Background: an optimization exercise with open tools, aiming at small area, a short achievable clock period and few clock cycles. Do not read the settings as production practice.
No functional check of the RTL was part of any run shown here.
Power and IR drop assume default switching activity.

**config.mk**
```make
export PLATFORM = sky130hd
export DESIGN_NAME = CONVCOR
export DESIGN_NICKNAME = CONVCOR
export VERILOG_FILES = /design/flow/design.v
export SDC_FILE = /design/flow/constraint.sdc
export NUM_CORES = 4
export LEC_CHECK = 0
export CAP_MARGIN = 20
export CORE_MARGIN = 2
export CORE_UTILIZATION = 40
export SETUP_SLACK_MARGIN = 5
export SLEW_MARGIN = 20
```
**constraint.sdc**
```tcl
create_clock -name core_clock -period 10.0 [get_ports {clk}]
set_input_delay 2.0000 -clock core_clock [delete_from_list [all_inputs] [get_ports {clk}]]
set_output_delay 2.0000 -clock core_clock [all_outputs]
set_load 0.01 [all_outputs]
```
**design.v**
```verilog
module CONVCOR(
  input             clk,
  input             rst_n,
  input             in_valid,
  input      [15:0] in_a,
  input      [15:0] in_b,
  input             in_mode,
  output            out_valid,
  output     [35:0] out
);
reg  [3:0]  cnt;           
reg         mode;
reg  [15:0] a0, a1, a2, b0, b1, b2;
reg  [15:0] x;             
reg  [3:0]  yr_one, yr_two, yr_neg, yi_one, yi_two, yi_neg;
reg  [1:0]  np, nq;
reg  [17:0] ps_ra, ps_rb, ps_ia, ps_ib;
reg  [35:0] acc, r, q;
reg         uacc;          
reg         ld_r, ld_q;
reg         ov, o_r, o_q, o_a, o_s;
wire        idle    = (cnt == 4'd0);
wire        start   = idle & in_valid;
wire        mode_nx = start ? in_mode : mode;
wire        swp     = idle ? in_mode : mode;
wire [15:0] a_in    = swp ? {in_a[7:0], in_a[15:8]} : in_a;
reg  [3:0]  cnt_nx;
always @(*) begin
  if (!rst_n)                                          cnt_nx = 4'd0;
  else if (idle)                                       cnt_nx = in_valid ? 4'd2 : 4'd0;
  else if ((mode && cnt == 4'd6) || (!mode && cnt == 4'd12)) cnt_nx = 4'd0;
  else                                                 cnt_nx = cnt + 4'd1;
end
reg [1:0] xs, ys;
reg       uacc_nx, ld_r_nx, ld_q_nx, ov_nx, o_r_nx, o_q_nx, o_a_nx, o_s_nx;
always @(*) begin
  xs = 2'd3; ys = 2'd3;
  uacc_nx = 1'b0; ld_r_nx = 1'b0; ld_q_nx = 1'b0;
  ov_nx = 1'b0; o_r_nx = 1'b0; o_q_nx = 1'b0; o_a_nx = 1'b0; o_s_nx = 1'b0;
  if (mode) begin
    case (cnt)
      4'd3: uacc_nx = 1'b1;
      4'd4: uacc_nx = 1'b1;
      4'd5: begin ov_nx = 1'b1; o_s_nx = 1'b1; end
      default: ;
    endcase
  end else begin
    case (cnt)
      4'd2:  begin xs = 2'd0;              ld_r_nx = 1'b1; end
      4'd3:  begin xs = 2'd1; ys = 2'd0; end
      4'd4:  begin xs = 2'd1; ys = 2'd1; uacc_nx = 1'b1; ld_q_nx = 1'b1; end
      4'd5:  begin xs = 2'd0; ys = 2'd2; end
      4'd6:  begin xs = 2'd2; ys = 2'd0; uacc_nx = 1'b1; end
      4'd7:  begin xs = 2'd1; ys = 2'd2; uacc_nx = 1'b1; ld_r_nx = 1'b1; ov_nx = 1'b1; o_r_nx = 1'b1; end
      4'd8:  begin xs = 2'd2; ys = 2'd1;                                ov_nx = 1'b1; o_q_nx = 1'b1; end
      4'd9:  begin xs = 2'd2; ys = 2'd2; uacc_nx = 1'b1; ld_q_nx = 1'b1; ov_nx = 1'b1; o_r_nx = 1'b1; end
      4'd10: begin                                                      ov_nx = 1'b1; o_q_nx = 1'b1; end
      4'd11: begin                                                      ov_nx = 1'b1; o_a_nx = 1'b1; end
      default: ;
    endcase
  end
  if (!rst_n) begin
    uacc_nx = 1'b0; ld_r_nx = 1'b0; ld_q_nx = 1'b0;
    ov_nx = 1'b0; o_r_nx = 1'b0; o_q_nx = 1'b0; o_a_nx = 1'b0; o_s_nx = 1'b0;
  end
end
always @(posedge clk) begin
  cnt  <= cnt_nx;
  mode <= mode_nx;
  uacc <= uacc_nx; ld_r <= ld_r_nx; ld_q <= ld_q_nx;
  ov  <= ov_nx; o_r <= o_r_nx; o_q <= o_q_nx; o_a <= o_a_nx; o_s <= o_s_nx;
end
always @(posedge clk) begin
  if (idle)            begin a0 <= a_in; b0 <= in_b; end
  if (cnt == 4'd2)     begin a1 <= a_in; b1 <= in_b; end
  if (cnt == 4'd3)     begin a2 <= a_in; b2 <= in_b; end
end
wire [15:0] x_nx = (xs == 2'd0) ? a0 : (xs == 2'd1) ? a1 : (xs == 2'd2) ? a2 : a_in;
wire [15:0] y_nx = (ys == 2'd0) ? b0 : (ys == 2'd1) ? b1 : (ys == 2'd2) ? b2 : in_b;
function [11:0] booth;   
  input [7:0] v;
  integer k;
  reg b2, b1, b0;
  begin
    for (k = 0; k < 4; k = k + 1) begin
      b2 = v[2*k+1]; b1 = v[2*k]; b0 = (k == 0) ? 1'b0 : v[2*k-1];
      booth[k]     = b1 ^ b0;
      booth[4+k]   = (b2 & ~b1 & ~b0) | (~b2 & b1 & b0);
      booth[8+k]   = b2;
    end
  end
endfunction
wire [11:0] eyr = booth(y_nx[15:8]);
wire [11:0] eyi = booth(y_nx[7:0]);
always @(posedge clk) begin
  x <= x_nx;
  {yr_neg, yr_two, yr_one} <= eyr;
  {yi_neg, yi_two, yi_one} <= eyi;
  np <= {eyr[11] & ~eyi[11], eyr[11] ^ ~eyi[11]};
  nq <= {eyr[11] & eyi[11],  eyr[11] ^ eyi[11]};
end
wire [17:0] ra, rb, ia, ib;
ptree u_pt (.xr(x[15:8]), .xi(x[7:0]),
            .yr_one(yr_one), .yr_two(yr_two), .yr_neg(yr_neg),
            .yi_one(yi_one), .yi_two(yi_two), .yi_neg(yi_neg),
            .np(np), .nq(nq), .ra(ra), .rb(rb), .ia(ia), .ib(ib));
always @(posedge clk) begin
  ps_ra <= ra; ps_rb <= rb; ps_ia <= ia; ps_ib <= ib;
end
wire [35:0] accg = {36{uacc}} & acc;
wire [17:0] gr = accg[35:18], gi = accg[17:0];
wire [17:0] sr_s = ps_ra ^ ps_rb ^ gr;
wire [17:0] sr_c = (ps_ra & ps_rb) | (ps_ra & gr) | (ps_rb & gr);
wire [17:0] si_s = ps_ia ^ ps_ib ^ gi;
wire [17:0] si_c = (ps_ia & ps_ib) | (ps_ia & gi) | (ps_ib & gi);
wire [17:0] sr = sr_s + {sr_c[16:0], 1'b0};
wire [17:0] si = si_s + {si_c[16:0], 1'b0};
wire [35:0] sum = {sr, si};
always @(posedge clk) begin
  acc <= sum;
  if (ld_r) r <= sum;
  if (ld_q) q <= sum;
end
assign out_valid = ov;
assign out = ({36{o_r}} & r) | ({36{o_q}} & q) | ({36{o_a}} & acc) |
             ({36{o_s}} & {acc[17:0], acc[35:18]});
endmodule
module ptree(
  input  [7:0] xr, input [7:0] xi,
  input  [3:0] yr_one, input [3:0] yr_two, input [3:0] yr_neg,
  input  [3:0] yi_one, input [3:0] yi_two, input [3:0] yi_neg,
  input  [1:0] np, input [1:0] nq,
  output [17:0] ra, output [17:0] rb, output [17:0] ia, output [17:0] ib
);
  wire r_w1 = (yr_one[0] & xr[0]) ^ yr_neg[0];
  wire r_w2 = ((yr_one[0] & xr[1]) | (yr_two[0] & xr[0])) ^ yr_neg[0];
  wire r_w3 = ((yr_one[0] & xr[2]) | (yr_two[0] & xr[1])) ^ yr_neg[0];
  wire r_w4 = ((yr_one[0] & xr[3]) | (yr_two[0] & xr[2])) ^ yr_neg[0];
  wire r_w5 = ((yr_one[0] & xr[4]) | (yr_two[0] & xr[3])) ^ yr_neg[0];
  wire r_w6 = ((yr_one[0] & xr[5]) | (yr_two[0] & xr[4])) ^ yr_neg[0];
  wire r_w7 = ((yr_one[0] & xr[6]) | (yr_two[0] & xr[5])) ^ yr_neg[0];
  wire r_w8 = ((yr_one[0] & xr[7]) | (yr_two[0] & xr[6])) ^ yr_neg[0];
  wire r_w9 = ((yr_one[0] & xr[7]) | (yr_two[0] & xr[7])) ^ yr_neg[0];
  wire r_w10 = ~r_w9;
  wire r_w11 = (yr_one[1] & xr[0]) ^ yr_neg[1];
  wire r_w12 = ((yr_one[1] & xr[1]) | (yr_two[1] & xr[0])) ^ yr_neg[1];
  wire r_w13 = ((yr_one[1] & xr[2]) | (yr_two[1] & xr[1])) ^ yr_neg[1];
  wire r_w14 = ((yr_one[1] & xr[3]) | (yr_two[1] & xr[2])) ^ yr_neg[1];
  wire r_w15 = ((yr_one[1] & xr[4]) | (yr_two[1] & xr[3])) ^ yr_neg[1];
  wire r_w16 = ((yr_one[1] & xr[5]) | (yr_two[1] & xr[4])) ^ yr_neg[1];
  wire r_w17 = ((yr_one[1] & xr[6]) | (yr_two[1] & xr[5])) ^ yr_neg[1];
  wire r_w18 = ((yr_one[1] & xr[7]) | (yr_two[1] & xr[6])) ^ yr_neg[1];
  wire r_w19 = ((yr_one[1] & xr[7]) | (yr_two[1] & xr[7])) ^ yr_neg[1];
  wire r_w20 = ~r_w19;
  wire r_w21 = (yr_one[2] & xr[0]) ^ yr_neg[2];
  wire r_w22 = ((yr_one[2] & xr[1]) | (yr_two[2] & xr[0])) ^ yr_neg[2];
  wire r_w23 = ((yr_one[2] & xr[2]) | (yr_two[2] & xr[1])) ^ yr_neg[2];
  wire r_w24 = ((yr_one[2] & xr[3]) | (yr_two[2] & xr[2])) ^ yr_neg[2];
  wire r_w25 = ((yr_one[2] & xr[4]) | (yr_two[2] & xr[3])) ^ yr_neg[2];
  wire r_w26 = ((yr_one[2] & xr[5]) | (yr_two[2] & xr[4])) ^ yr_neg[2];
  wire r_w27 = ((yr_one[2] & xr[6]) | (yr_two[2] & xr[5])) ^ yr_neg[2];
  wire r_w28 = ((yr_one[2] & xr[7]) | (yr_two[2] & xr[6])) ^ yr_neg[2];
  wire r_w29 = ((yr_one[2] & xr[7]) | (yr_two[2] & xr[7])) ^ yr_neg[2];
  wire r_w30 = ~r_w29;
  wire r_w31 = (yr_one[3] & xr[0]) ^ yr_neg[3];
  wire r_w32 = ((yr_one[3] & xr[1]) | (yr_two[3] & xr[0])) ^ yr_neg[3];
  wire r_w33 = ((yr_one[3] & xr[2]) | (yr_two[3] & xr[1])) ^ yr_neg[3];
  wire r_w34 = ((yr_one[3] & xr[3]) | (yr_two[3] & xr[2])) ^ yr_neg[3];
  wire r_w35 = ((yr_one[3] & xr[4]) | (yr_two[3] & xr[3])) ^ yr_neg[3];
  wire r_w36 = ((yr_one[3] & xr[5]) | (yr_two[3] & xr[4])) ^ yr_neg[3];
  wire r_w37 = ((yr_one[3] & xr[6]) | (yr_two[3] & xr[5])) ^ yr_neg[3];
  wire r_w38 = ((yr_one[3] & xr[7]) | (yr_two[3] & xr[6])) ^ yr_neg[3];
  wire r_w39 = ((yr_one[3] & xr[7]) | (yr_two[3] & xr[7])) ^ yr_neg[3];
  wire r_w40 = ~r_w39;
  wire r_w41 = (yi_one[0] & xi[0]) ^ ~yi_neg[0];
  wire r_w42 = ((yi_one[0] & xi[1]) | (yi_two[0] & xi[0])) ^ ~yi_neg[0];
  wire r_w43 = ((yi_one[0] & xi[2]) | (yi_two[0] & xi[1])) ^ ~yi_neg[0];
  wire r_w44 = ((yi_one[0] & xi[3]) | (yi_two[0] & xi[2])) ^ ~yi_neg[0];
  wire r_w45 = ((yi_one[0] & xi[4]) | (yi_two[0] & xi[3])) ^ ~yi_neg[0];
  wire r_w46 = ((yi_one[0] & xi[5]) | (yi_two[0] & xi[4])) ^ ~yi_neg[0];
  wire r_w47 = ((yi_one[0] & xi[6]) | (yi_two[0] & xi[5])) ^ ~yi_neg[0];
  wire r_w48 = ((yi_one[0] & xi[7]) | (yi_two[0] & xi[6])) ^ ~yi_neg[0];
  wire r_w49 = ((yi_one[0] & xi[7]) | (yi_two[0] & xi[7])) ^ ~yi_neg[0];
  wire r_w50 = ~r_w49;
  wire r_w51 = (yi_one[1] & xi[0]) ^ ~yi_neg[1];
  wire r_w52 = ((yi_one[1] & xi[1]) | (yi_two[1] & xi[0])) ^ ~yi_neg[1];
  wire r_w53 = ((yi_one[1] & xi[2]) | (yi_two[1] & xi[1])) ^ ~yi_neg[1];
  wire r_w54 = ((yi_one[1] & xi[3]) | (yi_two[1] & xi[2])) ^ ~yi_neg[1];
  wire r_w55 = ((yi_one[1] & xi[4]) | (yi_two[1] & xi[3])) ^ ~yi_neg[1];
  wire r_w56 = ((yi_one[1] & xi[5]) | (yi_two[1] & xi[4])) ^ ~yi_neg[1];
  wire r_w57 = ((yi_one[1] & xi[6]) | (yi_two[1] & xi[5])) ^ ~yi_neg[1];
  wire r_w58 = ((yi_one[1] & xi[7]) | (yi_two[1] & xi[6])) ^ ~yi_neg[1];
  wire r_w59 = ((yi_one[1] & xi[7]) | (yi_two[1] & xi[7])) ^ ~yi_neg[1];
  wire r_w60 = ~r_w59;
  wire r_w61 = (yi_one[2] & xi[0]) ^ ~yi_neg[2];
  wire r_w62 = ((yi_one[2] & xi[1]) | (yi_two[2] & xi[0])) ^ ~yi_neg[2];
  wire r_w63 = ((yi_one[2] & xi[2]) | (yi_two[2] & xi[1])) ^ ~yi_neg[2];
  wire r_w64 = ((yi_one[2] & xi[3]) | (yi_two[2] & xi[2])) ^ ~yi_neg[2];
  wire r_w65 = ((yi_one[2] & xi[4]) | (yi_two[2] & xi[3])) ^ ~yi_neg[2];
  wire r_w66 = ((yi_one[2] & xi[5]) | (yi_two[2] & xi[4])) ^ ~yi_neg[2];
  wire r_w67 = ((yi_one[2] & xi[6]) | (yi_two[2] & xi[5])) ^ ~yi_neg[2];
  wire r_w68 = ((yi_one[2] & xi[7]) | (yi_two[2] & xi[6])) ^ ~yi_neg[2];
  wire r_w69 = ((yi_one[2] & xi[7]) | (yi_two[2] & xi[7])) ^ ~yi_neg[2];
  wire r_w70 = ~r_w69;
  wire r_w71 = (yi_one[3] & xi[0]) ^ ~yi_neg[3];
  wire r_w72 = ((yi_one[3] & xi[1]) | (yi_two[3] & xi[0])) ^ ~yi_neg[3];
  wire r_w73 = ((yi_one[3] & xi[2]) | (yi_two[3] & xi[1])) ^ ~yi_neg[3];
  wire r_w74 = ((yi_one[3] & xi[3]) | (yi_two[3] & xi[2])) ^ ~yi_neg[3];
  wire r_w75 = ((yi_one[3] & xi[4]) | (yi_two[3] & xi[3])) ^ ~yi_neg[3];
  wire r_w76 = ((yi_one[3] & xi[5]) | (yi_two[3] & xi[4])) ^ ~yi_neg[3];
  wire r_w77 = ((yi_one[3] & xi[6]) | (yi_two[3] & xi[5])) ^ ~yi_neg[3];
  wire r_w78 = ((yi_one[3] & xi[7]) | (yi_two[3] & xi[6])) ^ ~yi_neg[3];
  wire r_w79 = ((yi_one[3] & xi[7]) | (yi_two[3] & xi[7])) ^ ~yi_neg[3];
  wire r_w80 = ~r_w79;
  wire r_w81 = r_w5 ^ r_w13 ^ r_w21;
  wire r_w82 = (r_w5 & r_w13) | (r_w5 & r_w21) | (r_w13 & r_w21);
  wire r_w83 = r_w6 ^ r_w14;
  wire r_w84 = r_w6 & r_w14;
  wire r_w85 = r_w7 ^ r_w15 ^ r_w23;
  wire r_w86 = (r_w7 & r_w15) | (r_w7 & r_w23) | (r_w15 & r_w23);
  wire r_w87 = r_w31 ^ r_w47 ^ r_w55;
  wire r_w88 = (r_w31 & r_w47) | (r_w31 & r_w55) | (r_w47 & r_w55);
  wire r_w89 = r_w8 ^ r_w16 ^ r_w24;
  wire r_w90 = (r_w8 & r_w16) | (r_w8 & r_w24) | (r_w16 & r_w24);
  wire r_w91 = r_w32 ^ r_w48 ^ r_w56;
  wire r_w92 = (r_w32 & r_w48) | (r_w32 & r_w56) | (r_w48 & r_w56);
  wire r_w93 = r_w64 ^ r_w72;
  wire r_w94 = r_w64 & r_w72;
  wire r_w95 = r_w10 ^ r_w17 ^ r_w25;
  wire r_w96 = (r_w10 & r_w17) | (r_w10 & r_w25) | (r_w17 & r_w25);
  wire r_w97 = r_w33 ^ r_w50 ^ r_w57;
  wire r_w98 = (r_w33 & r_w50) | (r_w33 & r_w57) | (r_w50 & r_w57);
  wire r_w99 = r_w65 ^ r_w73;
  wire r_w100 = r_w65 & r_w73;
  wire r_w101 = r_w18 ^ r_w26 ^ r_w34;
  wire r_w102 = (r_w18 & r_w26) | (r_w18 & r_w34) | (r_w26 & r_w34);
  wire r_w103 = r_w58 ^ r_w66 ^ r_w74;
  wire r_w104 = (r_w58 & r_w66) | (r_w58 & r_w74) | (r_w66 & r_w74);
  wire r_w105 = r_w20 ^ r_w27 ^ r_w35;
  wire r_w106 = (r_w20 & r_w27) | (r_w20 & r_w35) | (r_w27 & r_w35);
  wire r_w107 = r_w60 ^ r_w67;
  wire r_w108 = r_w60 & r_w67;
  wire r_w109 = r_w3 ^ r_w11 ^ yr_neg[1];
  wire r_w110 = (r_w3 & r_w11) | (r_w3 & yr_neg[1]) | (r_w11 & yr_neg[1]);
  wire r_w111 = r_w4 ^ r_w12;
  wire r_w112 = r_w4 & r_w12;
  wire r_w113 = yr_neg[2] ^ r_w45 ^ r_w53;
  wire r_w114 = (yr_neg[2] & r_w45) | (yr_neg[2] & r_w53) | (r_w45 & r_w53);
  wire r_w115 = r_w61 ^ ~yi_neg[2];
  wire r_w116 = r_w61 & ~yi_neg[2];
  wire r_w117 = r_w22 ^ r_w46 ^ r_w54;
  wire r_w118 = (r_w22 & r_w46) | (r_w22 & r_w54) | (r_w46 & r_w54);
  wire r_w119 = r_w62 ^ r_w83 ^ r_w82;
  wire r_w120 = (r_w62 & r_w83) | (r_w62 & r_w82) | (r_w83 & r_w82);
  wire r_w121 = r_w63 ^ r_w71 ^ np[0];
  wire r_w122 = (r_w63 & r_w71) | (r_w63 & np[0]) | (r_w71 & np[0]);
  wire r_w123 = r_w85 ^ r_w87 ^ r_w84;
  wire r_w124 = (r_w85 & r_w87) | (r_w85 & r_w84) | (r_w87 & r_w84);
  wire r_w125 = np[1] ^ r_w89 ^ r_w91;
  wire r_w126 = (np[1] & r_w89) | (np[1] & r_w91) | (r_w89 & r_w91);
  wire r_w127 = r_w93 ^ r_w86 ^ r_w88;
  wire r_w128 = (r_w93 & r_w86) | (r_w93 & r_w88) | (r_w86 & r_w88);
  wire r_w129 = r_w95 ^ r_w97 ^ r_w99;
  wire r_w130 = (r_w95 & r_w97) | (r_w95 & r_w99) | (r_w97 & r_w99);
  wire r_w131 = r_w90 ^ r_w92 ^ r_w94;
  wire r_w132 = (r_w90 & r_w92) | (r_w90 & r_w94) | (r_w92 & r_w94);
  wire r_w133 = 1'b1 ^ r_w101 ^ r_w103;
  wire r_w134 = (1'b1 & r_w101) | (1'b1 & r_w103) | (r_w101 & r_w103);
  wire r_w135 = r_w96 ^ r_w98 ^ r_w100;
  wire r_w136 = (r_w96 & r_w98) | (r_w96 & r_w100) | (r_w98 & r_w100);
  wire r_w137 = r_w75 ^ 1'b1 ^ r_w105;
  wire r_w138 = (r_w75 & 1'b1) | (r_w75 & r_w105) | (1'b1 & r_w105);
  wire r_w139 = r_w107 ^ r_w102 ^ r_w104;
  wire r_w140 = (r_w107 & r_w102) | (r_w107 & r_w104) | (r_w102 & r_w104);
  wire r_w141 = r_w28 ^ r_w36 ^ r_w68;
  wire r_w142 = (r_w28 & r_w36) | (r_w28 & r_w68) | (r_w36 & r_w68);
  wire r_w143 = r_w76 ^ r_w106 ^ r_w108;
  wire r_w144 = (r_w76 & r_w106) | (r_w76 & r_w108) | (r_w106 & r_w108);
  wire r_w145 = r_w30 ^ r_w37 ^ r_w70;
  wire r_w146 = (r_w30 & r_w37) | (r_w30 & r_w70) | (r_w37 & r_w70);
  wire r_w147 = r_w77 ^ 1'b1;
  wire r_w148 = r_w77 & 1'b1;
  wire r_w149 = r_w1 ^ yr_neg[0];
  wire r_w150 = r_w1 & yr_neg[0];
  wire r_w151 = r_w43 ^ r_w51;
  wire r_w152 = r_w43 & r_w51;
  wire r_w153 = r_w44 ^ r_w52 ^ r_w111;
  wire r_w154 = (r_w44 & r_w52) | (r_w44 & r_w111) | (r_w52 & r_w111);
  wire r_w155 = r_w81 ^ r_w113 ^ r_w115;
  wire r_w156 = (r_w81 & r_w113) | (r_w81 & r_w115) | (r_w113 & r_w115);
  wire r_w157 = r_w117 ^ r_w119 ^ r_w114;
  wire r_w158 = (r_w117 & r_w119) | (r_w117 & r_w114) | (r_w119 & r_w114);
  wire r_w159 = r_w121 ^ r_w123 ^ r_w118;
  wire r_w160 = (r_w121 & r_w123) | (r_w121 & r_w118) | (r_w123 & r_w118);
  wire r_w161 = r_w125 ^ r_w127 ^ r_w122;
  wire r_w162 = (r_w125 & r_w127) | (r_w125 & r_w122) | (r_w127 & r_w122);
  wire r_w163 = r_w129 ^ r_w131 ^ r_w126;
  wire r_w164 = (r_w129 & r_w131) | (r_w129 & r_w126) | (r_w131 & r_w126);
  wire r_w165 = r_w133 ^ r_w135 ^ r_w130;
  wire r_w166 = (r_w133 & r_w135) | (r_w133 & r_w130) | (r_w135 & r_w130);
  wire r_w167 = r_w137 ^ r_w139 ^ r_w134;
  wire r_w168 = (r_w137 & r_w139) | (r_w137 & r_w134) | (r_w139 & r_w134);
  wire r_w169 = r_w141 ^ r_w143 ^ r_w138;
  wire r_w170 = (r_w141 & r_w143) | (r_w141 & r_w138) | (r_w143 & r_w138);
  wire r_w171 = r_w145 ^ r_w147 ^ r_w142;
  wire r_w172 = (r_w145 & r_w147) | (r_w145 & r_w142) | (r_w147 & r_w142);
  wire r_w173 = r_w38 ^ r_w78 ^ r_w146;
  wire r_w174 = (r_w38 & r_w78) | (r_w38 & r_w146) | (r_w78 & r_w146);
  wire r_w175 = r_w40 ^ r_w80;
  wire r_w176 = r_w40 & r_w80;
  wire r_w177 = r_w41 ^ ~yi_neg[0];
  wire r_w178 = r_w41 & ~yi_neg[0];
  wire r_w179 = r_w2 ^ r_w42 ^ r_w150;
  wire r_w180 = (r_w2 & r_w42) | (r_w2 & r_w150) | (r_w42 & r_w150);
  wire r_w181 = ~yi_neg[1] ^ r_w109 ^ r_w151;
  wire r_w182 = (~yi_neg[1] & r_w109) | (~yi_neg[1] & r_w151) | (r_w109 & r_w151);
  wire r_w183 = r_w110 ^ r_w153 ^ r_w152;
  wire r_w184 = (r_w110 & r_w153) | (r_w110 & r_w152) | (r_w153 & r_w152);
  wire r_w185 = r_w112 ^ r_w155 ^ r_w154;
  wire r_w186 = (r_w112 & r_w155) | (r_w112 & r_w154) | (r_w155 & r_w154);
  wire r_w187 = r_w116 ^ r_w157 ^ r_w156;
  wire r_w188 = (r_w116 & r_w157) | (r_w116 & r_w156) | (r_w157 & r_w156);
  wire r_w189 = r_w120 ^ r_w159 ^ r_w158;
  wire r_w190 = (r_w120 & r_w159) | (r_w120 & r_w158) | (r_w159 & r_w158);
  wire r_w191 = r_w124 ^ r_w161 ^ r_w160;
  wire r_w192 = (r_w124 & r_w161) | (r_w124 & r_w160) | (r_w161 & r_w160);
  wire r_w193 = r_w128 ^ r_w163 ^ r_w162;
  wire r_w194 = (r_w128 & r_w163) | (r_w128 & r_w162) | (r_w163 & r_w162);
  wire r_w195 = r_w132 ^ r_w165 ^ r_w164;
  wire r_w196 = (r_w132 & r_w165) | (r_w132 & r_w164) | (r_w165 & r_w164);
  wire r_w197 = r_w136 ^ r_w167 ^ r_w166;
  wire r_w198 = (r_w136 & r_w167) | (r_w136 & r_w166) | (r_w167 & r_w166);
  wire r_w199 = r_w140 ^ r_w169 ^ r_w168;
  wire r_w200 = (r_w140 & r_w169) | (r_w140 & r_w168) | (r_w169 & r_w168);
  wire r_w201 = r_w144 ^ r_w171 ^ r_w170;
  wire r_w202 = (r_w144 & r_w171) | (r_w144 & r_w170) | (r_w171 & r_w170);
  wire r_w203 = r_w148 ^ r_w173 ^ r_w172;
  wire r_w204 = (r_w148 & r_w173) | (r_w148 & r_w172) | (r_w173 & r_w172);
  wire r_w205 = 1'b1 ^ r_w175 ^ r_w174;
  wire r_w206 = (1'b1 & r_w175) | (1'b1 & r_w174) | (r_w175 & r_w174);
  assign ra = {1'b1, 1'b1, r_w176, r_w205, r_w203, r_w201, r_w199, r_w197, r_w195, r_w193, r_w191, r_w189, r_w187, r_w185, r_w183, r_w181, r_w179, r_w149};
  assign rb = {1'b0, 1'b0, r_w206, r_w204, r_w202, r_w200, r_w198, r_w196, r_w194, r_w192, r_w190, r_w188, r_w186, r_w184, r_w182, r_w180, r_w178, r_w177};
  wire i_w207 = (yi_one[0] & xr[0]) ^ yi_neg[0];
  wire i_w208 = ((yi_one[0] & xr[1]) | (yi_two[0] & xr[0])) ^ yi_neg[0];
  wire i_w209 = ((yi_one[0] & xr[2]) | (yi_two[0] & xr[1])) ^ yi_neg[0];
  wire i_w210 = ((yi_one[0] & xr[3]) | (yi_two[0] & xr[2])) ^ yi_neg[0];
  wire i_w211 = ((yi_one[0] & xr[4]) | (yi_two[0] & xr[3])) ^ yi_neg[0];
  wire i_w212 = ((yi_one[0] & xr[5]) | (yi_two[0] & xr[4])) ^ yi_neg[0];
  wire i_w213 = ((yi_one[0] & xr[6]) | (yi_two[0] & xr[5])) ^ yi_neg[0];
  wire i_w214 = ((yi_one[0] & xr[7]) | (yi_two[0] & xr[6])) ^ yi_neg[0];
  wire i_w215 = ((yi_one[0] & xr[7]) | (yi_two[0] & xr[7])) ^ yi_neg[0];
  wire i_w216 = ~i_w215;
  wire i_w217 = (yi_one[1] & xr[0]) ^ yi_neg[1];
  wire i_w218 = ((yi_one[1] & xr[1]) | (yi_two[1] & xr[0])) ^ yi_neg[1];
  wire i_w219 = ((yi_one[1] & xr[2]) | (yi_two[1] & xr[1])) ^ yi_neg[1];
  wire i_w220 = ((yi_one[1] & xr[3]) | (yi_two[1] & xr[2])) ^ yi_neg[1];
  wire i_w221 = ((yi_one[1] & xr[4]) | (yi_two[1] & xr[3])) ^ yi_neg[1];
  wire i_w222 = ((yi_one[1] & xr[5]) | (yi_two[1] & xr[4])) ^ yi_neg[1];
  wire i_w223 = ((yi_one[1] & xr[6]) | (yi_two[1] & xr[5])) ^ yi_neg[1];
  wire i_w224 = ((yi_one[1] & xr[7]) | (yi_two[1] & xr[6])) ^ yi_neg[1];
  wire i_w225 = ((yi_one[1] & xr[7]) | (yi_two[1] & xr[7])) ^ yi_neg[1];
  wire i_w226 = ~i_w225;
  wire i_w227 = (yi_one[2] & xr[0]) ^ yi_neg[2];
  wire i_w228 = ((yi_one[2] & xr[1]) | (yi_two[2] & xr[0])) ^ yi_neg[2];
  wire i_w229 = ((yi_one[2] & xr[2]) | (yi_two[2] & xr[1])) ^ yi_neg[2];
  wire i_w230 = ((yi_one[2] & xr[3]) | (yi_two[2] & xr[2])) ^ yi_neg[2];
  wire i_w231 = ((yi_one[2] & xr[4]) | (yi_two[2] & xr[3])) ^ yi_neg[2];
  wire i_w232 = ((yi_one[2] & xr[5]) | (yi_two[2] & xr[4])) ^ yi_neg[2];
  wire i_w233 = ((yi_one[2] & xr[6]) | (yi_two[2] & xr[5])) ^ yi_neg[2];
  wire i_w234 = ((yi_one[2] & xr[7]) | (yi_two[2] & xr[6])) ^ yi_neg[2];
  wire i_w235 = ((yi_one[2] & xr[7]) | (yi_two[2] & xr[7])) ^ yi_neg[2];
  wire i_w236 = ~i_w235;
  wire i_w237 = (yi_one[3] & xr[0]) ^ yi_neg[3];
  wire i_w238 = ((yi_one[3] & xr[1]) | (yi_two[3] & xr[0])) ^ yi_neg[3];
  wire i_w239 = ((yi_one[3] & xr[2]) | (yi_two[3] & xr[1])) ^ yi_neg[3];
  wire i_w240 = ((yi_one[3] & xr[3]) | (yi_two[3] & xr[2])) ^ yi_neg[3];
  wire i_w241 = ((yi_one[3] & xr[4]) | (yi_two[3] & xr[3])) ^ yi_neg[3];
  wire i_w242 = ((yi_one[3] & xr[5]) | (yi_two[3] & xr[4])) ^ yi_neg[3];
  wire i_w243 = ((yi_one[3] & xr[6]) | (yi_two[3] & xr[5])) ^ yi_neg[3];
  wire i_w244 = ((yi_one[3] & xr[7]) | (yi_two[3] & xr[6])) ^ yi_neg[3];
  wire i_w245 = ((yi_one[3] & xr[7]) | (yi_two[3] & xr[7])) ^ yi_neg[3];
  wire i_w246 = ~i_w245;
  wire i_w247 = (yr_one[0] & xi[0]) ^ yr_neg[0];
  wire i_w248 = ((yr_one[0] & xi[1]) | (yr_two[0] & xi[0])) ^ yr_neg[0];
  wire i_w249 = ((yr_one[0] & xi[2]) | (yr_two[0] & xi[1])) ^ yr_neg[0];
  wire i_w250 = ((yr_one[0] & xi[3]) | (yr_two[0] & xi[2])) ^ yr_neg[0];
  wire i_w251 = ((yr_one[0] & xi[4]) | (yr_two[0] & xi[3])) ^ yr_neg[0];
  wire i_w252 = ((yr_one[0] & xi[5]) | (yr_two[0] & xi[4])) ^ yr_neg[0];
  wire i_w253 = ((yr_one[0] & xi[6]) | (yr_two[0] & xi[5])) ^ yr_neg[0];
  wire i_w254 = ((yr_one[0] & xi[7]) | (yr_two[0] & xi[6])) ^ yr_neg[0];
  wire i_w255 = ((yr_one[0] & xi[7]) | (yr_two[0] & xi[7])) ^ yr_neg[0];
  wire i_w256 = ~i_w255;
  wire i_w257 = (yr_one[1] & xi[0]) ^ yr_neg[1];
  wire i_w258 = ((yr_one[1] & xi[1]) | (yr_two[1] & xi[0])) ^ yr_neg[1];
  wire i_w259 = ((yr_one[1] & xi[2]) | (yr_two[1] & xi[1])) ^ yr_neg[1];
  wire i_w260 = ((yr_one[1] & xi[3]) | (yr_two[1] & xi[2])) ^ yr_neg[1];
  wire i_w261 = ((yr_one[1] & xi[4]) | (yr_two[1] & xi[3])) ^ yr_neg[1];
  wire i_w262 = ((yr_one[1] & xi[5]) | (yr_two[1] & xi[4])) ^ yr_neg[1];
  wire i_w263 = ((yr_one[1] & xi[6]) | (yr_two[1] & xi[5])) ^ yr_neg[1];
  wire i_w264 = ((yr_one[1] & xi[7]) | (yr_two[1] & xi[6])) ^ yr_neg[1];
  wire i_w265 = ((yr_one[1] & xi[7]) | (yr_two[1] & xi[7])) ^ yr_neg[1];
  wire i_w266 = ~i_w265;
  wire i_w267 = (yr_one[2] & xi[0]) ^ yr_neg[2];
  wire i_w268 = ((yr_one[2] & xi[1]) | (yr_two[2] & xi[0])) ^ yr_neg[2];
  wire i_w269 = ((yr_one[2] & xi[2]) | (yr_two[2] & xi[1])) ^ yr_neg[2];
  wire i_w270 = ((yr_one[2] & xi[3]) | (yr_two[2] & xi[2])) ^ yr_neg[2];
  wire i_w271 = ((yr_one[2] & xi[4]) | (yr_two[2] & xi[3])) ^ yr_neg[2];
  wire i_w272 = ((yr_one[2] & xi[5]) | (yr_two[2] & xi[4])) ^ yr_neg[2];
  wire i_w273 = ((yr_one[2] & xi[6]) | (yr_two[2] & xi[5])) ^ yr_neg[2];
  wire i_w274 = ((yr_one[2] & xi[7]) | (yr_two[2] & xi[6])) ^ yr_neg[2];
  wire i_w275 = ((yr_one[2] & xi[7]) | (yr_two[2] & xi[7])) ^ yr_neg[2];
  wire i_w276 = ~i_w275;
  wire i_w277 = (yr_one[3] & xi[0]) ^ yr_neg[3];
  wire i_w278 = ((yr_one[3] & xi[1]) | (yr_two[3] & xi[0])) ^ yr_neg[3];
  wire i_w279 = ((yr_one[3] & xi[2]) | (yr_two[3] & xi[1])) ^ yr_neg[3];
  wire i_w280 = ((yr_one[3] & xi[3]) | (yr_two[3] & xi[2])) ^ yr_neg[3];
  wire i_w281 = ((yr_one[3] & xi[4]) | (yr_two[3] & xi[3])) ^ yr_neg[3];
  wire i_w282 = ((yr_one[3] & xi[5]) | (yr_two[3] & xi[4])) ^ yr_neg[3];
  wire i_w283 = ((yr_one[3] & xi[6]) | (yr_two[3] & xi[5])) ^ yr_neg[3];
  wire i_w284 = ((yr_one[3] & xi[7]) | (yr_two[3] & xi[6])) ^ yr_neg[3];
  wire i_w285 = ((yr_one[3] & xi[7]) | (yr_two[3] & xi[7])) ^ yr_neg[3];
  wire i_w286 = ~i_w285;
  wire i_w287 = i_w211 ^ i_w219 ^ i_w227;
  wire i_w288 = (i_w211 & i_w219) | (i_w211 & i_w227) | (i_w219 & i_w227);
  wire i_w289 = i_w212 ^ i_w220;
  wire i_w290 = i_w212 & i_w220;
  wire i_w291 = i_w213 ^ i_w221 ^ i_w229;
  wire i_w292 = (i_w213 & i_w221) | (i_w213 & i_w229) | (i_w221 & i_w229);
  wire i_w293 = i_w237 ^ i_w253 ^ i_w261;
  wire i_w294 = (i_w237 & i_w253) | (i_w237 & i_w261) | (i_w253 & i_w261);
  wire i_w295 = i_w214 ^ i_w222 ^ i_w230;
  wire i_w296 = (i_w214 & i_w222) | (i_w214 & i_w230) | (i_w222 & i_w230);
  wire i_w297 = i_w238 ^ i_w254 ^ i_w262;
  wire i_w298 = (i_w238 & i_w254) | (i_w238 & i_w262) | (i_w254 & i_w262);
  wire i_w299 = i_w270 ^ i_w278;
  wire i_w300 = i_w270 & i_w278;
  wire i_w301 = i_w216 ^ i_w223 ^ i_w231;
  wire i_w302 = (i_w216 & i_w223) | (i_w216 & i_w231) | (i_w223 & i_w231);
  wire i_w303 = i_w239 ^ i_w256 ^ i_w263;
  wire i_w304 = (i_w239 & i_w256) | (i_w239 & i_w263) | (i_w256 & i_w263);
  wire i_w305 = i_w271 ^ i_w279;
  wire i_w306 = i_w271 & i_w279;
  wire i_w307 = i_w224 ^ i_w232 ^ i_w240;
  wire i_w308 = (i_w224 & i_w232) | (i_w224 & i_w240) | (i_w232 & i_w240);
  wire i_w309 = i_w264 ^ i_w272 ^ i_w280;
  wire i_w310 = (i_w264 & i_w272) | (i_w264 & i_w280) | (i_w272 & i_w280);
  wire i_w311 = i_w226 ^ i_w233 ^ i_w241;
  wire i_w312 = (i_w226 & i_w233) | (i_w226 & i_w241) | (i_w233 & i_w241);
  wire i_w313 = i_w266 ^ i_w273;
  wire i_w314 = i_w266 & i_w273;
  wire i_w315 = i_w209 ^ i_w217 ^ yi_neg[1];
  wire i_w316 = (i_w209 & i_w217) | (i_w209 & yi_neg[1]) | (i_w217 & yi_neg[1]);
  wire i_w317 = i_w210 ^ i_w218;
  wire i_w318 = i_w210 & i_w218;
  wire i_w319 = yi_neg[2] ^ i_w251 ^ i_w259;
  wire i_w320 = (yi_neg[2] & i_w251) | (yi_neg[2] & i_w259) | (i_w251 & i_w259);
  wire i_w321 = i_w267 ^ yr_neg[2];
  wire i_w322 = i_w267 & yr_neg[2];
  wire i_w323 = i_w228 ^ i_w252 ^ i_w260;
  wire i_w324 = (i_w228 & i_w252) | (i_w228 & i_w260) | (i_w252 & i_w260);
  wire i_w325 = i_w268 ^ i_w289 ^ i_w288;
  wire i_w326 = (i_w268 & i_w289) | (i_w268 & i_w288) | (i_w289 & i_w288);
  wire i_w327 = i_w269 ^ i_w277 ^ nq[0];
  wire i_w328 = (i_w269 & i_w277) | (i_w269 & nq[0]) | (i_w277 & nq[0]);
  wire i_w329 = i_w291 ^ i_w293 ^ i_w290;
  wire i_w330 = (i_w291 & i_w293) | (i_w291 & i_w290) | (i_w293 & i_w290);
  wire i_w331 = nq[1] ^ i_w295 ^ i_w297;
  wire i_w332 = (nq[1] & i_w295) | (nq[1] & i_w297) | (i_w295 & i_w297);
  wire i_w333 = i_w299 ^ i_w292 ^ i_w294;
  wire i_w334 = (i_w299 & i_w292) | (i_w299 & i_w294) | (i_w292 & i_w294);
  wire i_w335 = i_w301 ^ i_w303 ^ i_w305;
  wire i_w336 = (i_w301 & i_w303) | (i_w301 & i_w305) | (i_w303 & i_w305);
  wire i_w337 = i_w296 ^ i_w298 ^ i_w300;
  wire i_w338 = (i_w296 & i_w298) | (i_w296 & i_w300) | (i_w298 & i_w300);
  wire i_w339 = 1'b1 ^ i_w307 ^ i_w309;
  wire i_w340 = (1'b1 & i_w307) | (1'b1 & i_w309) | (i_w307 & i_w309);
  wire i_w341 = i_w302 ^ i_w304 ^ i_w306;
  wire i_w342 = (i_w302 & i_w304) | (i_w302 & i_w306) | (i_w304 & i_w306);
  wire i_w343 = i_w281 ^ 1'b1 ^ i_w311;
  wire i_w344 = (i_w281 & 1'b1) | (i_w281 & i_w311) | (1'b1 & i_w311);
  wire i_w345 = i_w313 ^ i_w308 ^ i_w310;
  wire i_w346 = (i_w313 & i_w308) | (i_w313 & i_w310) | (i_w308 & i_w310);
  wire i_w347 = i_w234 ^ i_w242 ^ i_w274;
  wire i_w348 = (i_w234 & i_w242) | (i_w234 & i_w274) | (i_w242 & i_w274);
  wire i_w349 = i_w282 ^ i_w312 ^ i_w314;
  wire i_w350 = (i_w282 & i_w312) | (i_w282 & i_w314) | (i_w312 & i_w314);
  wire i_w351 = i_w236 ^ i_w243 ^ i_w276;
  wire i_w352 = (i_w236 & i_w243) | (i_w236 & i_w276) | (i_w243 & i_w276);
  wire i_w353 = i_w283 ^ 1'b1;
  wire i_w354 = i_w283 & 1'b1;
  wire i_w355 = i_w207 ^ yi_neg[0];
  wire i_w356 = i_w207 & yi_neg[0];
  wire i_w357 = i_w249 ^ i_w257;
  wire i_w358 = i_w249 & i_w257;
  wire i_w359 = i_w250 ^ i_w258 ^ i_w317;
  wire i_w360 = (i_w250 & i_w258) | (i_w250 & i_w317) | (i_w258 & i_w317);
  wire i_w361 = i_w287 ^ i_w319 ^ i_w321;
  wire i_w362 = (i_w287 & i_w319) | (i_w287 & i_w321) | (i_w319 & i_w321);
  wire i_w363 = i_w323 ^ i_w325 ^ i_w320;
  wire i_w364 = (i_w323 & i_w325) | (i_w323 & i_w320) | (i_w325 & i_w320);
  wire i_w365 = i_w327 ^ i_w329 ^ i_w324;
  wire i_w366 = (i_w327 & i_w329) | (i_w327 & i_w324) | (i_w329 & i_w324);
  wire i_w367 = i_w331 ^ i_w333 ^ i_w328;
  wire i_w368 = (i_w331 & i_w333) | (i_w331 & i_w328) | (i_w333 & i_w328);
  wire i_w369 = i_w335 ^ i_w337 ^ i_w332;
  wire i_w370 = (i_w335 & i_w337) | (i_w335 & i_w332) | (i_w337 & i_w332);
  wire i_w371 = i_w339 ^ i_w341 ^ i_w336;
  wire i_w372 = (i_w339 & i_w341) | (i_w339 & i_w336) | (i_w341 & i_w336);
  wire i_w373 = i_w343 ^ i_w345 ^ i_w340;
  wire i_w374 = (i_w343 & i_w345) | (i_w343 & i_w340) | (i_w345 & i_w340);
  wire i_w375 = i_w347 ^ i_w349 ^ i_w344;
  wire i_w376 = (i_w347 & i_w349) | (i_w347 & i_w344) | (i_w349 & i_w344);
  wire i_w377 = i_w351 ^ i_w353 ^ i_w348;
  wire i_w378 = (i_w351 & i_w353) | (i_w351 & i_w348) | (i_w353 & i_w348);
  wire i_w379 = i_w244 ^ i_w284 ^ i_w352;
  wire i_w380 = (i_w244 & i_w284) | (i_w244 & i_w352) | (i_w284 & i_w352);
  wire i_w381 = i_w246 ^ i_w286;
  wire i_w382 = i_w246 & i_w286;
  wire i_w383 = i_w247 ^ yr_neg[0];
  wire i_w384 = i_w247 & yr_neg[0];
  wire i_w385 = i_w208 ^ i_w248 ^ i_w356;
  wire i_w386 = (i_w208 & i_w248) | (i_w208 & i_w356) | (i_w248 & i_w356);
  wire i_w387 = yr_neg[1] ^ i_w315 ^ i_w357;
  wire i_w388 = (yr_neg[1] & i_w315) | (yr_neg[1] & i_w357) | (i_w315 & i_w357);
  wire i_w389 = i_w316 ^ i_w359 ^ i_w358;
  wire i_w390 = (i_w316 & i_w359) | (i_w316 & i_w358) | (i_w359 & i_w358);
  wire i_w391 = i_w318 ^ i_w361 ^ i_w360;
  wire i_w392 = (i_w318 & i_w361) | (i_w318 & i_w360) | (i_w361 & i_w360);
  wire i_w393 = i_w322 ^ i_w363 ^ i_w362;
  wire i_w394 = (i_w322 & i_w363) | (i_w322 & i_w362) | (i_w363 & i_w362);
  wire i_w395 = i_w326 ^ i_w365 ^ i_w364;
  wire i_w396 = (i_w326 & i_w365) | (i_w326 & i_w364) | (i_w365 & i_w364);
  wire i_w397 = i_w330 ^ i_w367 ^ i_w366;
  wire i_w398 = (i_w330 & i_w367) | (i_w330 & i_w366) | (i_w367 & i_w366);
  wire i_w399 = i_w334 ^ i_w369 ^ i_w368;
  wire i_w400 = (i_w334 & i_w369) | (i_w334 & i_w368) | (i_w369 & i_w368);
  wire i_w401 = i_w338 ^ i_w371 ^ i_w370;
  wire i_w402 = (i_w338 & i_w371) | (i_w338 & i_w370) | (i_w371 & i_w370);
  wire i_w403 = i_w342 ^ i_w373 ^ i_w372;
  wire i_w404 = (i_w342 & i_w373) | (i_w342 & i_w372) | (i_w373 & i_w372);
  wire i_w405 = i_w346 ^ i_w375 ^ i_w374;
  wire i_w406 = (i_w346 & i_w375) | (i_w346 & i_w374) | (i_w375 & i_w374);
  wire i_w407 = i_w350 ^ i_w377 ^ i_w376;
  wire i_w408 = (i_w350 & i_w377) | (i_w350 & i_w376) | (i_w377 & i_w376);
  wire i_w409 = i_w354 ^ i_w379 ^ i_w378;
  wire i_w410 = (i_w354 & i_w379) | (i_w354 & i_w378) | (i_w379 & i_w378);
  wire i_w411 = 1'b1 ^ i_w381 ^ i_w380;
  wire i_w412 = (1'b1 & i_w381) | (1'b1 & i_w380) | (i_w381 & i_w380);
  assign ia = {1'b1, 1'b1, i_w382, i_w411, i_w409, i_w407, i_w405, i_w403, i_w401, i_w399, i_w397, i_w395, i_w393, i_w391, i_w389, i_w387, i_w385, i_w355};
  assign ib = {1'b0, 1'b0, i_w412, i_w410, i_w408, i_w406, i_w404, i_w402, i_w400, i_w398, i_w396, i_w394, i_w392, i_w390, i_w388, i_w386, i_w384, i_w383};
endmodule
```
**run.sh**
```bash
#!/bin/bash
# synth_recipe.tcl (not shown) runs the flow's synth.tcl, then flattens the netlist and writes it again
# the make line also repeats each setting of config.mk as NAME=value (left out here)
make -C /OpenROAD-flow-scripts/flow DESIGN_CONFIG=/design/flow/config.mk WORK_HOME=/design/flow/orfs CLKGATE_MAP_FILE= SYNTH_SCRIPT=/design/flow/synth_recipe.tcl finish
```
==> results of run 1 <==
==> cells in the mapped netlist (all sizes together), types with 6 or more instances <==
cell	n	area share, %
a2111oi	8	0.37
a21o	11	0.44
a21oi	26	0.71
a22oi	184	7.4
and2	14	0.47
and3	9	0.30
buf	21	0.60
clkbuf	92	1.8
dfxtp	156	17
edfxtp	169	27
fa	130	14
ha	63	4.2
inv	236	4.7
mux2	28	1.7
mux2i	27	1.4
mux4	16	1.9
nand2	98	2.0
nand2b	13	0.43
nand3	13	0.35
nor2	28	0.56
nor2b	6	0.20
nor3	18	0.48
o21a	6	0.24
o21ai	35	1.0
o21bai	6	0.24
xnor2	88	4.1
xor2	80	3.7
==> layout make-up <==
type / instances / area, sq um
Multi-Input combinational cell: 970 / 9210
Clock buffer: 46 / 1020
Fill cell: 4264 / 25200
Tap cell: 607 / 759
Inverter: 237 / 890
Clock inverter: 20 / 259
Timing Repair Buffer: 88 / 841
Sequential cell: 325 / 8200
==> power by group through the flow <==
stage / Clock [mW] / Sequential (mW) / Combinational, mW
2_1_floorplan: 0 / 2.14 / 2.93
3_3_place_gp: 0 / 2.35 / 3.80
3_5_place_dp: 0 / 2.36 / 3.94
4_1_cts: 1.45 / 2.33 / 3.96
5_1_grt: 1.50 / 2.37 / 4.55
6_report: 1.41 / 2.34 / 3.92
==> worst paths after layout <==
kind | startpoint | slack (ns) | end | cells past startpoint
setup / recovery | uacc$_SDFF_PN0_ | 5.44 | q[35]$_DFFE_PP_ | 12
hold / removal | a1[15]$_DFFE_PN_ | 0.53 | x[15]$_DFF_P_ | 1
setup reg to reg | uacc$_SDFF_PN0_ | 5.44 | q[35]$_DFFE_PP_ | 12
hold reg to reg | a1[15]$_DFFE_PN_ | 0.53 | x[15]$_DFF_P_ | 1
==> layout by cell type, fill, tap and decap left out, types with 4 or more instances in the layout <==
| master | n |
|---|---|
| sky130_fd_sc_hd__clkinv_1 | 7 |
| sky130_fd_sc_hd__clkdlybuf4s50_1 | 72 |
| sky130_fd_sc_hd__xnor2_1 | 88 |
| sky130_fd_sc_hd__dfxtp_1 | 153 |
| sky130_fd_sc_hd__o21bai_1 | 6 |
| sky130_fd_sc_hd__ha_1 | 63 |
| sky130_fd_sc_hd__o311ai_0 | 4 |
| sky130_fd_sc_hd__inv_1 | 236 |
| sky130_fd_sc_hd__fa_1 | 130 |
| sky130_fd_sc_hd__a211oi_1 | 5 |
| sky130_fd_sc_hd__nand2b_1 | 13 |
| sky130_fd_sc_hd__nand2_1 | 98 |
| sky130_fd_sc_hd__nor2_1 | 28 |
| sky130_fd_sc_hd__a22oi_1 | 184 |
| sky130_fd_sc_hd__edfxtp_1 | 169 |
| sky130_fd_sc_hd__a21oi_1 | 25 |
| sky130_fd_sc_hd__and2_1 | 14 |
| sky130_fd_sc_hd__mux2_2 | 27 |
| sky130_fd_sc_hd__clkbuf_1 | 6 |
| sky130_fd_sc_hd__nor2b_1 | 6 |
| sky130_fd_sc_hd__mux4_2 | 16 |
| sky130_fd_sc_hd__o21a_1 | 6 |
| sky130_fd_sc_hd__a2111oi_0 | 7 |
| sky130_fd_sc_hd__a221oi_2 | 4 |
| sky130_fd_sc_hd__o211ai_1 | 4 |
| sky130_fd_sc_hd__buf_4 | 16 |
| sky130_fd_sc_hd__nor3_1 | 18 |
| sky130_fd_sc_hd__xor2_1 | 80 |
| sky130_fd_sc_hd__bufinv_16 | 6 |
| sky130_fd_sc_hd__a21o_1 | 11 |
| sky130_fd_sc_hd__and4_1 | 4 |
| sky130_fd_sc_hd__and3_1 | 9 |
| sky130_fd_sc_hd__nand4_1 | 5 |
| sky130_fd_sc_hd__mux2i_1 | 27 |
| sky130_fd_sc_hd__o21ai_2 | 4 |
| sky130_fd_sc_hd__o21ai_0 | 28 |
| sky130_fd_sc_hd__nand3_1 | 13 |
| sky130_fd_sc_hd__a31oi_1 | 5 |
| sky130_fd_sc_hd__clkbuf_16 | 40 |
==> metal layers <==
layer,vias up,global-route usage [%],wire [um]
li1,5646,-,-
met1,5926,25.1,19500
met2,379,28.6,19400
met3,74,3.19,2790
met4,0,5.77,1020
met5,-,0,0
==> per-stage QoR <==
step                setup slack, ns  utilization [%]  instances  cell area, sq um  hold WS [ns]
finish                         5.44             45.7       2293             21200         0.525
detailed placement             5.24             42.9       2227             19900         0.541
floorplan                      6.01                -       1645             18700         0.493
global placement               5.34             42.9       2227             19900         0.534
CTS                            5.20             45.7       2293             21200         0.520
global route                   5.15             45.7       2293             21200         0.532
==> kinds of logic after synthesis <==
logic type      Yosys count
mux                      71
flops                   325
fa+ha+maj               193
xor+xnor                168
simple gates            223
compound gates          315
buf+inv                 350
==> what timing repair did <==
action,CTS,global route
resized for setup,0,1
hold buffers,0,0
hold endpoints to repair,0,0
setup endpoints to repair,0,2
==> impl_table.tex, run 1 <==
\begin{tabular}{lr}
\hline
Metric & Value \\
\hline
\multicolumn{2}{l}{\textbf{Detailed routing}} \\
Residual antenna-violating net count after detailed routing & 0 \\
Via count & 12,025 \\
Final WL & 42,700 um \\
Detailed-router iteration count before antenna repair & 5 \\
Number of violations reported at the end of detailed-routing iteration 0 & 825 \\
Final routed wire length divided by cell count & 18.6 um \\
DRC errors left & 0 \\
Routed vias/inst & 5.24 \\
\multicolumn{2}{l}{\textbf{Synthesis}} \\
Largest family of logic cells by synthesized area & adder cells \\
Share of synthesized flip-flops with an asynchronous set or reset & 0\% \\
Number of enable flip-flop cells after synthesis & 169 \\
Most common flop cell mapped by yosys & sky130\_fd\_sc\_hd\_\_edfxtp\_1 \\
Fraction of the mapped netlist area in compound gates & 12.3\% \\
Sequential-to-total area share from yosys stat & 43.8\% \\
Area of the mapped netlist & 18,700 sq um \\
Xor and xnor area share after synthesis & 7.86\% \\
Synthesized instance count & 1,645 \\
Flop and latch count out of synthesis & 325 \\
Share of cell area taken by muxes after synthesis & 5.07\% \\
Basic-gate share of the synthesized area counting and, or, nand and nor cells & 5.67\% \\
Avg Synthesized Cell Area & 11.4 sq um \\
Arithmetic-cell share of the synthesized area counting full adders, half adders and majority gates & 18.1\% \\
Number of nets in the synthesized netlist & 1,874 \\
Distinct cells, synth & 64 \\
Synthesis Warnings & 1 \\
\multicolumn{2}{l}{\textbf{STA}} \\
Post-route minimum period & 4.56 ns \\
Final-layout setup total negative slack & 0 ns \\
Ratio of final minimum period to clock period & 45.6\% \\
RSZ-0062 raised after global routing & no \\
Number of endpoints failing setup at the final stage & 0 \\
Final count of hold timing violations & 0 \\
Worst clock skew & 0.0295 ns \\
Max-slew headroom & 26.7\% \\
Highest attainable clock frequency & 0.219 GHz \\
Measured slew at the worst slew-check pin & 1.10 ns \\
Count of final max-slew check failures & 0 \\
\multicolumn{2}{l}{\textbf{Setup path}} \\
Count of buffering cells on the critical path with inverters included & 2 \\
Class of the most critical setup path & reg2reg \\
Top fanout value on the critical path & 36 \\
Highest cell delay on the worst timing path & 0.74 ns \\
Data arrival at the endpoint of the critical path & 4.82 ns \\
Required time of the worst setup path & 10.26 ns \\
Delay-heaviest family, CP & compound AO/OA/AOI/OAI gates \\
Startpoint class of the critical path & flip-flop \\
Cell with the largest stage delay on the worst path & sky130\_fd\_sc\_hd\_\_a2111oi\_1 \\
Type of element capturing the critical path & flip-flop \\
Sequence of cells on the critical path & buf\_4 -> nand2\_1 -> fa\_1 -> inv\_1 -> ha\_1 -> fa\_1 -> a21o\_1 -> a21o\_1 -> a2111oi\_1 -> o31ai\_1 -> mux2i\_1 -> a2111oi\_0 \\
\multicolumn{2}{l}{\textbf{Clocking}} \\
Post-CTS setup buffer count & 0 \\
CTS Buffer Depth & 3 \\
Clock tree from TritonCTS & built \\
Clock tree root buffer cell & sky130\_fd\_sc\_hd\_\_clkbuf\_16 \\
H-tree levels & 2 \\
TritonCTS buffer count & 36 \\
Number of sinks handled by clock tree synthesis & 325 \\
Post-CTS clock slew at the launch and capture registers of the worst setup and hold paths & 0.07 ns \\
Clk Latency, worst-skew pair & 0.56 ns \\
\multicolumn{2}{l}{\textbf{Die}} \\
Die height & 220 um \\
Placeable core region & 46,400 sq um \\
Starting density of the core & 40.4\% \\
Die width & 220 um \\
Std-Cell Rows & 79 \\
I/O pin total & 73 \\
Die Area & 48,600 sq um \\
\multicolumn{2}{l}{\textbf{Placed design}} \\
I/O Buffers & 72 \\
Final weighted congestion in routability-driven placement & 0.848 \\
Half-perimeter wire length after detailed placement & 28,500 um \\
\multicolumn{2}{l}{\textbf{Final layout}} \\
Ant diodes & 0 \\
Net count, final & 1,887 \\
Largest regs & acc x36, q x36, r x36 \\
P\&R area growth vs syn & 13.1\% \\
Share of layout cells above drive strength 1 & 7.95\% \\
\multicolumn{2}{l}{\textbf{Global route}} \\
Total congestion overflow after global routing & 0 \\
Largest net degree at the start of global routing & 37 \\
Via count of the first global-routing pass & 12,379 \\
First-pass GRT wire length & 68,300 um \\
Total global routing track utilization & 18.0\% \\
Antenna violations before repair & 0 \\
\multicolumn{2}{l}{\textbf{Power and ir drop}} \\
Part of the power in registers & 30.5\% \\
Psw & 3.15 mW \\
Clock network power share & 18.4\% \\
Switching fraction of total power & 41.1\% \\
Leakage power & 8.71 nW \\
Cell-internal power & 4.52 mW \\
Power per cell area & 362 nW/um\^{}2 \\
Worst voltage drop across the vdd grid & 0.000177 V \\
Combinational fraction of design power & 51.1\% \\
Total power after layout & 7.66 mW \\
\multicolumn{2}{l}{\textbf{Hold path}} \\
Worst hold path class & reg2reg \\
\multicolumn{2}{l}{\textbf{Run status}} \\
Result of the run & no timing/DRC/antenna violations \\
\multicolumn{2}{l}{\textbf{Flow run}} \\
Max-cap violation count & 0 \\
\hline
\end{tabular}
==> run 2: changes to the inputs <==
==> flow/run.sh (new file) <==
#!/bin/bash
set -euo pipefail
bash standard.sh SETUP_SLACK_MARGIN=7 finish > make_finish.log 2>&1
==> standard.sh (new file) <==
#!/bin/bash
# synth_recipe.tcl (not shown) runs the flow's synth.tcl, then flattens the netlist and writes it again
# the make line also repeats each setting of config.mk as NAME=value (left out here)
make -C /OpenROAD-flow-scripts/flow DESIGN_CONFIG=/design/flow/config.mk WORK_HOME=/design/flow/orfs CLKGATE_MAP_FILE= SYNTH_SCRIPT=/design/flow/synth_recipe.tcl "${@:-finish}"
--- a/config.mk
+++ b/config.mk
@@ -9,4 +9,3 @@
 export CORE_MARGIN = 2
 export CORE_UTILIZATION = 40
-export SETUP_SLACK_MARGIN = 5
 export SLEW_MARGIN = 20
removed: run.sh
==> impl_table.tex, run 2 <==
\begin{tabular}{lr}
\hline
Metric & Value \\
\hline
\multicolumn{2}{l}{\textbf{Run status}} \\
Result of the run & no timing/DRC/antenna violations \\
\multicolumn{2}{l}{\textbf{STA}} \\
Final count of hold timing violations & 0 \\
Highest attainable clock frequency & 0.272 GHz \\
Worst clock skew & 0.0267 ns \\
Post-route minimum period & 3.68 ns \\
Measured slew at the worst slew-check pin & 0.884 ns \\
Final-layout setup total negative slack & 0 ns \\
Max-slew headroom & 39.5\% \\
Count of final max-slew check failures & 0 \\
Ratio of final minimum period to clock period & 36.8\% \\
RSZ-0062 raised after global routing & yes \\
Number of endpoints failing setup at the final stage & 0 \\
\multicolumn{2}{l}{\textbf{Final layout}} \\
Post-route cell area & 24,600 sq um \\
Ant diodes & 0 \\
Commonest non-fill, non-tap cell in the layout & sky130\_fd\_sc\_hd\_\_inv\_1 \\
Final standard cell count with taps included and fillers excluded & 2,482 \\
Largest regs & acc x36, q x36, r x36 \\
Commonest non-fill, non-tap cells in the layout & sky130\_fd\_sc\_hd\_\_inv\_1, sky130\_fd\_sc\_hd\_\_edfxtp\_1, sky130\_fd\_sc\_hd\_\_buf\_4, sky130\_fd\_sc\_hd\_\_dfxtp\_1, sky130\_fd\_sc\_hd\_\_fa\_1 \\
Share of layout cells above drive strength 1 & 32.6\% \\
P\&R area growth vs syn & 31.4\% \\
Net count, final & 2,075 \\
\multicolumn{2}{l}{\textbf{Placed design}} \\
Half-perimeter wire length after detailed placement & 29,400 um \\
Post-placement cell count & 2,229 \\
DP Area & 20,100 sq um \\
Final weighted congestion in routability-driven placement & 0.853 \\
I/O Buffers & 72 \\
\multicolumn{2}{l}{\textbf{Setup path}} \\
Type of element capturing the critical path & output port \\
Cell with the largest stage delay on the worst path & sky130\_fd\_sc\_hd\_\_dfxtp\_4 \\
Worst r2r src & uacc\$\_SDFF\_PN0\_ \\
Class of the most critical setup path & reg2out \\
Startpoint class of the critical path & flip-flop \\
Worst setup path endpoint & out[34] \\
Launch point of the worst path & o\_r\$\_SDFF\_PP0\_ \\
Required time of the worst setup path & 8.00 ns \\
R2R setup slack & 6.58 ns \\
Data arrival at the endpoint of the critical path & 1.68 ns \\
Top fanout value on the critical path & 6 \\
Count of cells along the worst register-to-register path & 12 \\
Capture point of the worst reg-to-reg path & q[35]\$\_DFFE\_PP\_ \\
Highest cell delay on the worst timing path & 0.40 ns \\
Sequence of cells on the critical path & buf\_12 -> buf\_8 -> a22oi\_2 -> nand2\_1 -> buf\_2 \\
\multicolumn{2}{l}{\textbf{Clocking}} \\
Count of hold-fix buffers inserted at cts & 0 \\
TritonCTS buffer count & 37 \\
Clk Latency, worst-skew pair & 0.56 ns \\
Post-CTS clock slew at the launch and capture registers of the worst setup and hold paths & 0.05 ns \\
CTS Buffer Depth & 3 \\
Clock tree from TritonCTS & built \\
H-tree levels & 2 \\
Clock tree root buffer cell & sky130\_fd\_sc\_hd\_\_clkbuf\_16 \\
Number of sinks handled by clock tree synthesis & 325 \\
\multicolumn{2}{l}{\textbf{Global route}} \\
Via count of the first global-routing pass & 13,461 \\
Total global routing track utilization & 20.7\% \\
Total congestion overflow after global routing & 0 \\
Largest net degree at the start of global routing & 37 \\
Antenna violations before repair & 0 \\
First-pass GRT wire length & 77,200 um \\
\multicolumn{2}{l}{\textbf{Synthesis}} \\
Top area cells in the synthesized netlist & sky130\_fd\_sc\_hd\_\_edfxtp\_1, sky130\_fd\_sc\_hd\_\_dfxtp\_1, sky130\_fd\_sc\_hd\_\_fa\_1 \\
Portion of synthesized cell area occupied by the leading cell type & 27.1\% \\
Sequential-to-total area share from yosys stat & 43.8\% \\
Basic-gate share of the synthesized area counting and, or, nand and nor cells & 5.67\% \\
Most frequent cells after synthesis & sky130\_fd\_sc\_hd\_\_inv\_1, sky130\_fd\_sc\_hd\_\_a22oi\_1, sky130\_fd\_sc\_hd\_\_edfxtp\_1 \\
Avg Synthesized Cell Area & 11.4 sq um \\
Xor and xnor area share after synthesis & 7.86\% \\
Synthesized instance count & 1,645 \\
Flop and latch count out of synthesis & 325 \\
Share of synthesized flip-flops with an asynchronous set or reset & 0\% \\
Arithmetic-cell share of the synthesized area counting full adders, half adders and majority gates & 18.1\% \\
Cell taking the most area after synthesis & sky130\_fd\_sc\_hd\_\_edfxtp\_1 \\
Distinct cells, synth & 64 \\
Share of cell area taken by muxes after synthesis & 5.07\% \\
Largest family of logic cells by synthesized area & adder cells \\
Fraction of the mapped netlist area in compound gates & 12.3\% \\
Number of nets in the synthesized netlist & 1,874 \\
Synthesis Warnings & 1 \\
Area of the mapped netlist & 18,700 sq um \\
Number of enable flip-flop cells after synthesis & 169 \\
Most common flop cell mapped by yosys & sky130\_fd\_sc\_hd\_\_edfxtp\_1 \\
Most used standard cell by instance count after synthesis & sky130\_fd\_sc\_hd\_\_inv\_1 \\
\multicolumn{2}{l}{\textbf{Detailed routing}} \\
Number of violations reported at the end of detailed-routing iteration 0 & 984 \\
Residual antenna-violating net count after detailed routing & 0 \\
Final routed wire length divided by cell count & 20.9 um \\
Final WL & 51,900 um \\
Detailed-router iteration count before antenna repair & 5 \\
DRC errors left & 0 \\
Via count & 13,206 \\
Routed vias/inst & 5.32 \\
\multicolumn{2}{l}{\textbf{Power and ir drop}} \\
Worst voltage drop across the vdd grid & 0.000184 V \\
Leakage power & 10.2 nW \\
Power per cell area & 360 nW/um\^{}2 \\
\multicolumn{2}{l}{\textbf{Hold path}} \\
Worst hold path class & reg2reg \\
\multicolumn{2}{l}{\textbf{Die}} \\
Starting density of the core & 40.4\% \\
Die height & 220 um \\
Std-Cell Rows & 79 \\
Die Area & 48,600 sq um \\
Placeable core region & 46,400 sq um \\
Die width & 220 um \\
I/O pin total & 73 \\
\multicolumn{2}{l}{\textbf{Flow run}} \\
Max-cap violation count & 0 \\
\hline
\end{tabular}
-- run 2: cell count changes in the layout (fill, tap and decap cells not counted), sizes merged --
cell,previous run,this run
buf,16,237
bufbuf,0,1
bufinv,6,3
clkbuf,46,55
clkdlybuf4s50,72,34
clkinv,11,10
clkinvlp,2,1
inv,238,239
-- run 2: repair_timing --
item | in CTS | in global routing
buffers inserted | 93 | 78
endpoints found under the setup margin | 219 | 135
resized for setup | 404 | 157
pin swaps | 74 | 95
gates cloned | 13 | 1
-- run 2: kinds of logic (layout without fill, tap and decap cells) --
kind of cell | after synthesis | after routing
muxes | 71 | 71
and+or+nand+nor | 223 | 223
AOI/OAI and AO/OA | 315 | 315
buffers and inverters | 350 | 580
DFF | 325 | 325
adders and majority gates | 193 | 193
xor gates and xnor gates | 168 | 168
-- run 2: report_power, final --
part	switching, mW	total, mW	internal [mW]
sequential	0.303	2.33	2.03
combinational	2.86	5.15	2.28
clock	0.554	1.38	0.827
total	3.72	8.86	5.14
-- run 2: through the flow --
step	worst slack [ns]	total power [mW]	hold WS (ns)	util (%)
2_1_floorplan	6.72	5.24	0.493	-
3_3_place_gp	5.90	6.30	0.537	43.4
3_5_place_dp	5.88	6.43	0.547	43.4
4_1_cts	6.28	8.32	0.521	50.1
5_1_grt	6.27	9.56	0.528	53.1
6_report	6.32	8.86	0.518	53.1
-- run 2: layout make-up --
class                      count  area, sq um
inverter                     237          890
tap                          607          759
multi-input combinational    970        10500
timing repair buffer         275         2840
clock buffer                  52         1070
fill                        3911        21800
sequential                   325         8340
clock inverter                16          168
-- run 2: how the worst min path moves through the flow --
stage,slack (ns),from,cells after the start,endpoint
3_3_place_gp,0.54,a1[9]$_DFFE_PN_,1,x[9]$_DFF_P_
2_1_floorplan,0.49,yr_neg[1]$_DFF_P_,1,ps_ia[2]$_DFF_P_
6_report,0.52,cnt[0]$_SDFF_PP0_,1,cnt[0]$_SDFF_PP0_
3_5_place_dp,0.55,a0[14]$_DFFE_PP_,1,x[14]$_DFF_P_
5_1_grt,0.53,cnt[0]$_SDFF_PP0_,1,cnt[0]$_SDFF_PP0_
4_1_cts,0.52,cnt[0]$_SDFF_PP0_,1,cnt[0]$_SDFF_PP0_
-- run 2: per-layer routing --
metal	vias up	GRT usage, %	share of wire, %
li1	6035	-	-
met1	6624	27.7	44
met2	451	34.1	47
met3	96	3.19	5.8
met4	0	7.29	3.1
met5	-	0	0
-- run 2: worst max-delay path: cells and delay by family, from the launching register on --
kind	cells	cell delay [ns]
AND/OR/NAND/NOR	1	0.09
buffers and inverters	3	0.43
AO/OA/AOI/OAI	1	0.19
flip-flops	1	0.40

[separate check: timing with driven ports]
How much do the figures lean on ideal ports? The routed layouts below were timed once more, with nothing changed but the port constraints. Step 1 assumes that a clkbuf_16 drives the clock port and a buf_2 every other input. Step 2, shift: input delay + t, output delay - t, t = (earliest + latest rising clock arrival at the registers) / 2. This alone moves slack from input paths to output paths. a / b / c = no drivers / after step 1 / after step 2; a / b = the first two.
| run | shift t [ns] | setup slack, ns | worst setup path after step 2 |
|---|---|---|---|
| run 1 | 0.595 | 5.438 / 5.438 / 5.438 | register to register |
| run 2 | 0.599 | 6.321 / 6.269 / 6.472 | input to register |
After both steps every run listed still meets setup and hold.
